This design comes from an exercise in tuning for small area and a short achievable clock period on the open sky130 flow, not from production work.

Design adc_mul, start of the top module:
module adc_mul
(
    input  logic         clk_i,
    input  logic         rst_i,
    input  logic [11:0]  x_i,
    input  logic [11:0]  y_i,
    input  logic [11:0]  z_i,
    output logic [11:0]  fp_o
);
For scale: ~2400 cells after synthesis, about 50 I/O pins, about 26000 µm² of cells after synthesis.
==> module adc_mul, before the edit <==
module adc_mul
(
    input  logic         clk_i,
    input  logic         rst_i,
    input  logic [11:0]  x_i,
    input  logic [11:0]  y_i,
    input  logic [11:0]  z_i,
    output logic [11:0]  fp_o
);
    localparam int C2 = 9;     
    localparam int C3 = 20;    
    localparam logic [24:0] DUPROW = 25'h0000000;
    logic [11:0] x1, y1, z1;
    always_ff @(posedge clk_i) begin
        x1 <= x_i;
        y1 <= y_i;
        z1 <= z_i;
    end
    logic [2:0] vld;
    always_ff @(posedge clk_i or posedge rst_i) begin
        if (rst_i) vld <= '0;
        else       vld <= {vld[1:0], 1'b1};
    end
    logic [10:0] ny1, nz1;
    logic [4:0]  sh1;
    logic        ge1;
    adc_norm u_norm (.x(x1), .y(y1), .z(z1), .ny(ny1), .nz(nz1), .sh(sh1), .ge(ge1));
    logic [13:0] ws [1:24];
    logic [13:0] wc [1:24];
    logic [13:0] yy1, zz1;
    assign yy1   = ge1 ? {3'b001, ny1} : {2'b01, ny1, 1'b0};
    assign zz1   = ~{3'b001, nz1};
    assign ws[1] = yy1 ^ zz1;
    assign wc[1] = {yy1[12:0] & zz1[12:0], 1'b1};
    logic [10:0] zt [1:3];
    logic [10:0] zb [1:3];
    assign zt[1] = nz1;
    assign zb[1] = ~nz1;
    logic [22:0] dp, dn;
    logic [13:0] rs [1:24];
    logic [13:0] rc [1:24];
    generate
        for (genvar j = 2; j <= 24; j++) begin : g_row
            localparam int ST = (j <= C2) ? 1 : (j <= C3) ? 2 : 3;
            srt_row #(.FIRST(j == 2), .DUP(DUPROW[j])) u_row (
                .s(rs[j-1]), .c(rc[j-1]), .z(zt[ST]), .zb(zb[ST]),
                .qp(dp[24-j]), .qn(dn[24-j]), .so(ws[j]),
                .co({wc[j][13:2], wc[j][0]}));
            assign wc[j][1] = 1'b0;
        end
        for (genvar k = 1; k <= 24; k++) begin : g_in
            if (k != C2 && k != C3) begin : g_w
                assign rs[k] = ws[k];
                assign rc[k] = wc[k];
            end
        end
    endgenerate
    logic [11:0] x2;
    logic [13:0] s2r;
    logic [13:1] c2r;
    logic [10:0] z2;
    logic [4:0]  sh2;
    logic [22:24-C2] p2, n2;
    always_ff @(posedge clk_i) begin
        x2  <= x1;
        s2r <= ws[C2];
        c2r <= wc[C2][13:1];
        z2  <= nz1;
        sh2 <= sh1;
        p2  <= dp[22:24-C2];
        n2  <= dn[22:24-C2];
    end
    assign rs[C2] = s2r;
    assign rc[C2] = {c2r, p2[24-C2]};     
    assign zt[2]  = z2;
    assign zb[2]  = ~z2;
    logic [11:0] x3;
    logic [13:0] s3r;
    logic [13:1] c3r;
    logic [10:0] z3;
    logic [4:0]  sh3;
    logic [22:24-C3] p3, n3;
    always_ff @(posedge clk_i) begin
        x3  <= x2;
        s3r <= ws[C3];
        c3r <= wc[C3][13:1];
        z3  <= z2;
        sh3 <= sh2;
        p3  <= {p2, dp[23-C2:24-C3]};
        n3  <= {n2, dn[23-C2:24-C3]};
    end
    assign rs[C3] = s3r;
    assign rc[C3] = {c3r, p3[24-C3]};
    assign zt[3]  = z3;
    assign zb[3]  = ~z3;
    logic [22:0] pp, nn, m;
    logic        neg;
    logic [35:12] p;
    logic [11:0] res;
    assign pp = {p3, dp[23-C3:0]};
    assign nn = {n3, dn[23-C3:0]};
    adc_sign  u_sign (.s(ws[24]), .c(wc[24]), .neg(neg));
    adc_conv #(.K(24 - C3)) u_conv (.p(pp), .n(nn), .neg(neg), .m(m));
    mul12x24  u_mul  (.x(x3), .m(m), .p(p));
    adc_shift u_shf  (.p(p), .sh(sh3), .res(res));
    always_ff @(posedge clk_i or posedge rst_i) begin
        if (rst_i)       fp_o <= '0;
        else if (vld[2]) fp_o <= res;
        else             fp_o <= '0;
    end
endmodule
clock: 95.0 ns
lec_check: 0
cap_margin: 20
core_margin: 2
core_utilization: 40
slew_margin: 20
synth_hierarchical: 1
synth_minimum_keep_size: 0
standard.sh (not shown) runs the stock make flow with config.mk's settings and CLKGATE_MAP_FILE= SYNTH_SCRIPT=/design/flow/synth_recipe.tcl, a recipe that flattens the netlist after the stock synthesis.
==> flow/flow/run.sh <==
#!/bin/bash
# The standard layout (standard.sh), with the input and output ports
# buffered by sky130_fd_sc_hd__buf_2 cells instead of the cell buffer_ports picks
# by default, and clock tree synthesis asked for larger sink clusters so that
# the tree has fewer levels. Everything else, synthesis included, is the
# standard flow.
set -euo pipefail
export BUFFER_PORTS_ARGS="-buffer_cell sky130_fd_sc_hd__buf_2"
export CTS_ARGS="-sink_clustering_enable -repair_clock_nets -buf_list sky130_fd_sc_hd__clkbuf_16 -root_buf sky130_fd_sc_hd__clkbuf_16 -sink_clustering_size 30 -sink_clustering_max_diameter 120"
bash standard.sh > standard.log 2>&1
Edit:
--- a/flow/design.v
+++ b/flow/design.v
@@ -5,13 +5,13 @@
     input  logic [11:0]  x_i,
     input  logic [11:0]  y_i,
     input  logic [11:0]  z_i,
     output logic [11:0]  fp_o
 );
     localparam int C2 = 9;     
-    localparam int C3 = 20;    
+    localparam int C3 = 19;    
     localparam logic [24:0] DUPROW = 25'h0000000;
     logic [11:0] x1, y1, z1;
     always_ff @(posedge clk_i) begin
         x1 <= x_i;
         y1 <= y_i;
         z1 <= z_i;
The changed run passed the timing, design-rule and antenna checks.
Hold slack gets worse by 0.0039 ns.
Wire length goes up by 0.78%.
Worst setup slack gets worse by 0.024 ns.
First-iteration DRC count goes down by 8.1%.
Area after synthesis goes down by 0.53%.
Utilization goes down by 0.22 points.
Via count goes down by 0.41%.
Function was not checked in any run of this note: the RTL went through the layout flow alone.

---

== v6 ==
adc_mul, a different RTL version from the one above (not shown whole).
For scale: about 2400 cells after synthesis, ~0.026 sq mm of cells after synthesis.
==> module adc_mul, before the edit <==
module adc_mul
(
    input  logic         clk_i,
    input  logic         rst_i,
    input  logic [11:0]  x_i,
    input  logic [11:0]  y_i,
    input  logic [11:0]  z_i,
    output logic [11:0]  fp_o
);
    localparam int C2 = 9;     
    localparam int C3 = 20;    
    logic [11:0] x1, y1, z1;
    always_ff @(posedge clk_i) begin
        x1 <= x_i;
        y1 <= y_i;
        z1 <= z_i;
    end
    logic [2:0] vld;
    always_ff @(posedge clk_i or posedge rst_i) begin
        if (rst_i) vld <= '0;
        else       vld <= {vld[1:0], 1'b1};
    end
    logic [10:0] ny1, nz1;
    logic [4:0]  sh1;
    logic        ge1;
    adc_norm u_norm (.x(x1), .y(y1), .z(z1), .ny(ny1), .nz(nz1), .sh(sh1), .ge(ge1));
    logic [13:0] ws [1:24];
    logic [13:0] wc [1:24];
    logic [13:0] yy1, zz1;
    assign yy1   = ge1 ? {3'b001, ny1} : {2'b01, ny1, 1'b0};
    assign zz1   = ~{3'b001, nz1};
    assign ws[1] = yy1 ^ zz1;
    assign wc[1] = {yy1[12:0] & zz1[12:0], 1'b1};
    logic [10:0] zt [1:3];
    logic [10:0] zb [1:3];
    assign zt[1] = nz1;
    assign zb[1] = ~nz1;
    logic [22:0] dp, dn;
    logic [13:0] rs [1:24];
    logic [13:0] rc [1:24];
    generate
        for (genvar j = 2; j <= 24; j++) begin : g_row
            localparam int ST = (j <= C2) ? 1 : (j <= C3) ? 2 : 3;
            srt_row #(.FIRST(j == 2)) u_row (
                .s(rs[j-1]), .c(rc[j-1]), .z(zt[ST]), .zb(zb[ST]),
                .qp(dp[24-j]), .qn(dn[24-j]), .so(ws[j]),
                .co({wc[j][13:2], wc[j][0]}));
            assign wc[j][1] = 1'b0;
        end
        for (genvar k = 1; k <= 24; k++) begin : g_in
            if (k != C2 && k != C3) begin : g_w
                assign rs[k] = ws[k];
                assign rc[k] = wc[k];
            end
        end
    endgenerate
    logic [11:0] x2;
    logic [13:0] s2r, c2r;
    logic [10:0] z2;
    logic [4:0]  sh2;
    logic [22:24-C2] p2, n2;
    always_ff @(posedge clk_i) begin
        x2  <= x1;
        s2r <= ws[C2];
        c2r <= wc[C2];
        z2  <= nz1;
        sh2 <= sh1;
        p2  <= dp[22:24-C2];
        n2  <= dn[22:24-C2];
    end
    assign rs[C2] = s2r;
    assign rc[C2] = c2r;
    assign zt[2]  = z2;
    assign zb[2]  = ~z2;
    logic [11:0] x3;
    logic [13:0] s3r, c3r;
    logic [10:0] z3;
    logic [4:0]  sh3;
    logic [22:24-C3] p3, n3;
    always_ff @(posedge clk_i) begin
        x3  <= x2;
        s3r <= ws[C3];
        c3r <= wc[C3];
        z3  <= z2;
        sh3 <= sh2;
        p3  <= {p2, dp[23-C2:24-C3]};
        n3  <= {n2, dn[23-C2:24-C3]};
    end
    assign rs[C3] = s3r;
    assign rc[C3] = c3r;
    assign zt[3]  = z3;
    assign zb[3]  = ~z3;
    logic [22:0] pp, nn, m;
    logic        neg;
    logic [35:12] p;
    logic [11:0] res;
    assign pp = {p3, dp[23-C3:0]};
    assign nn = {n3, dn[23-C3:0]};
    adc_sign  u_sign (.s(ws[24]), .c(wc[24]), .neg(neg));
    adc_conv #(.K(24 - C3)) u_conv (.p(pp), .n(nn), .neg(neg), .m(m));
    mul12x24  u_mul  (.x(x3), .m(m), .p(p));
    adc_shift u_shf  (.p(p), .sh(sh3), .res(res));
    always_ff @(posedge clk_i or posedge rst_i) begin
        if (rst_i)       fp_o <= '0;
        else if (vld[2]) fp_o <= res;
        else             fp_o <= '0;
    end
endmodule
Settings: LEC_CHECK=0, CAP_MARGIN=20, CORE_MARGIN=2, CORE_UTILIZATION=40, CTS_BUF_LIST=sky130_fd_sc_hd__clkbuf_8, SLEW_MARGIN=20, SYNTH_HIERARCHICAL=1, SYNTH_MINIMUM_KEEP_SIZE=0; clock period 95.0 ns.
==> flow/flow/run.sh <==
#!/bin/bash
# The standard layout (standard.sh), with the input and output ports
# buffered by sky130_fd_sc_hd__buf_2 cells instead of the cell buffer_ports picks
# by default. Everything else, synthesis included, is the standard flow.
set -euo pipefail
export BUFFER_PORTS_ARGS="-buffer_cell sky130_fd_sc_hd__buf_2"
bash standard.sh > standard.log 2>&1
The inputs of v7 differ from those of v6 as listed below.
diff --git a/flow/design.v b/flow/design.v
--- a/flow/design.v
+++ b/flow/design.v
@@ -6,10 +6,10 @@
     input  logic [11:0]  y_i,
     input  logic [11:0]  z_i,
     output logic [11:0]  fp_o
 );
-    localparam int C2 = 9;     
-    localparam int C3 = 20;    
+    localparam int C2 = 8;     
+    localparam int C3 = 19;    
     logic [11:0] x1, y1, z1;
     always_ff @(posedge clk_i) begin
         x1 <= x_i;
         y1 <= y_i;
@@ -54,41 +54,43 @@
             end
         end
     endgenerate
     logic [11:0] x2;
-    logic [13:0] s2r, c2r;
+    logic [13:0] s2r;
+    logic [13:1] c2r;
     logic [10:0] z2;
     logic [4:0]  sh2;
     logic [22:24-C2] p2, n2;
     always_ff @(posedge clk_i) begin
         x2  <= x1;
         s2r <= ws[C2];
-        c2r <= wc[C2];
+        c2r <= wc[C2][13:1];
         z2  <= nz1;
         sh2 <= sh1;
         p2  <= dp[22:24-C2];
         n2  <= dn[22:24-C2];
     end
     assign rs[C2] = s2r;
-    assign rc[C2] = c2r;
+    assign rc[C2] = {c2r, p2[24-C2]};     
     assign zt[2]  = z2;
     assign zb[2]  = ~z2;
     logic [11:0] x3;
-    logic [13:0] s3r, c3r;
+    logic [13:0] s3r;
+    logic [13:1] c3r;
     logic [10:0] z3;
     logic [4:0]  sh3;
     logic [22:24-C3] p3, n3;
     always_ff @(posedge clk_i) begin
         x3  <= x2;
         s3r <= ws[C3];
-        c3r <= wc[C3];
+        c3r <= wc[C3][13:1];
         z3  <= z2;
         sh3 <= sh2;
         p3  <= {p2, dp[23-C2:24-C3]};
         n3  <= {n2, dn[23-C2:24-C3]};
     end
     assign rs[C3] = s3r;
-    assign rc[C3] = c3r;
+    assign rc[C3] = {c3r, p3[24-C3]};
     assign zt[3]  = z3;
     assign zb[3]  = ~z3;
     logic [22:0] pp, nn, m;
     logic        neg;
Findings:
- Diff v6 -> v7: non-clock buffer count went up 4, buffer share of cell area held, count of placed standard cells in the final layout, fillers left out went down 24.
- Routed wire in v7 totals less than in v6.
- Between v7 and v6, the difference in global-route wire length before repair is negligible.
- Looking only at cell count after placement, and setting everything else aside, the higher value of v7 and v6 goes to v6.
- v7 does better than v6 on worst slack at placement.
- Going from v6 to v7, layout sequential cell count went down by 6, synthesized area went down by 230 sq um, wire length on met1 went down by about 1.3%, worst setup margin went up by 35 ps, clock tree buffer count of the final layout went down by 3.
- v6 -> v7: mean instance size in the synthesized netlist flat
No run of this note included a check of the RTL's function; only the layout flow was run.

[separate check: timing with driven ports]
How much do the figures lean on ideal ports? The routed layouts below were timed once more, with nothing changed but the port constraints. Step 1 (the two cells are an assumption about what drives the block):
set clk [get_ports {clk_i}]
set_driving_cell -lib_cell sky130_fd_sc_hd__clkbuf_16 $clk
set_driving_cell -lib_cell sky130_fd_sc_hd__buf_2 [delete_from_list [all_inputs] $clk]
Step 2 times the ports against the registers' clock, not the clock port: input delays grow and output delays shrink by t, the midpoint of the rising clock arrivals with the driver on. Three values: ideal, step 1, step 2; two values: the first two.
| run | t, ns | setup WS [ns] | worst setup path after step 2 | slew at the worst register clock pin (ns) | pins driven straight from the clock port |
|---|---|---|---|---|---|
| the first run of note 1 | 0.546 | 75.009 / 74.954 / 75.500 | register to output | 0.11 / 0.11 | 1 |
| the second run of note 1 | 0.538 | 74.985 / 74.929 / 75.138 | register to register | 0.11 / 0.11 | 1 |
| v6 | 0.633 | 74.915 / 74.861 / 75.495 | register to output | 0.08 / 0.08 | 1 |
| v7 | 0.593 | 74.951 / 74.899 / 75.492 | register to output | 0.07 / 0.07 | 1 |
After both steps every run listed still meets setup and hold.
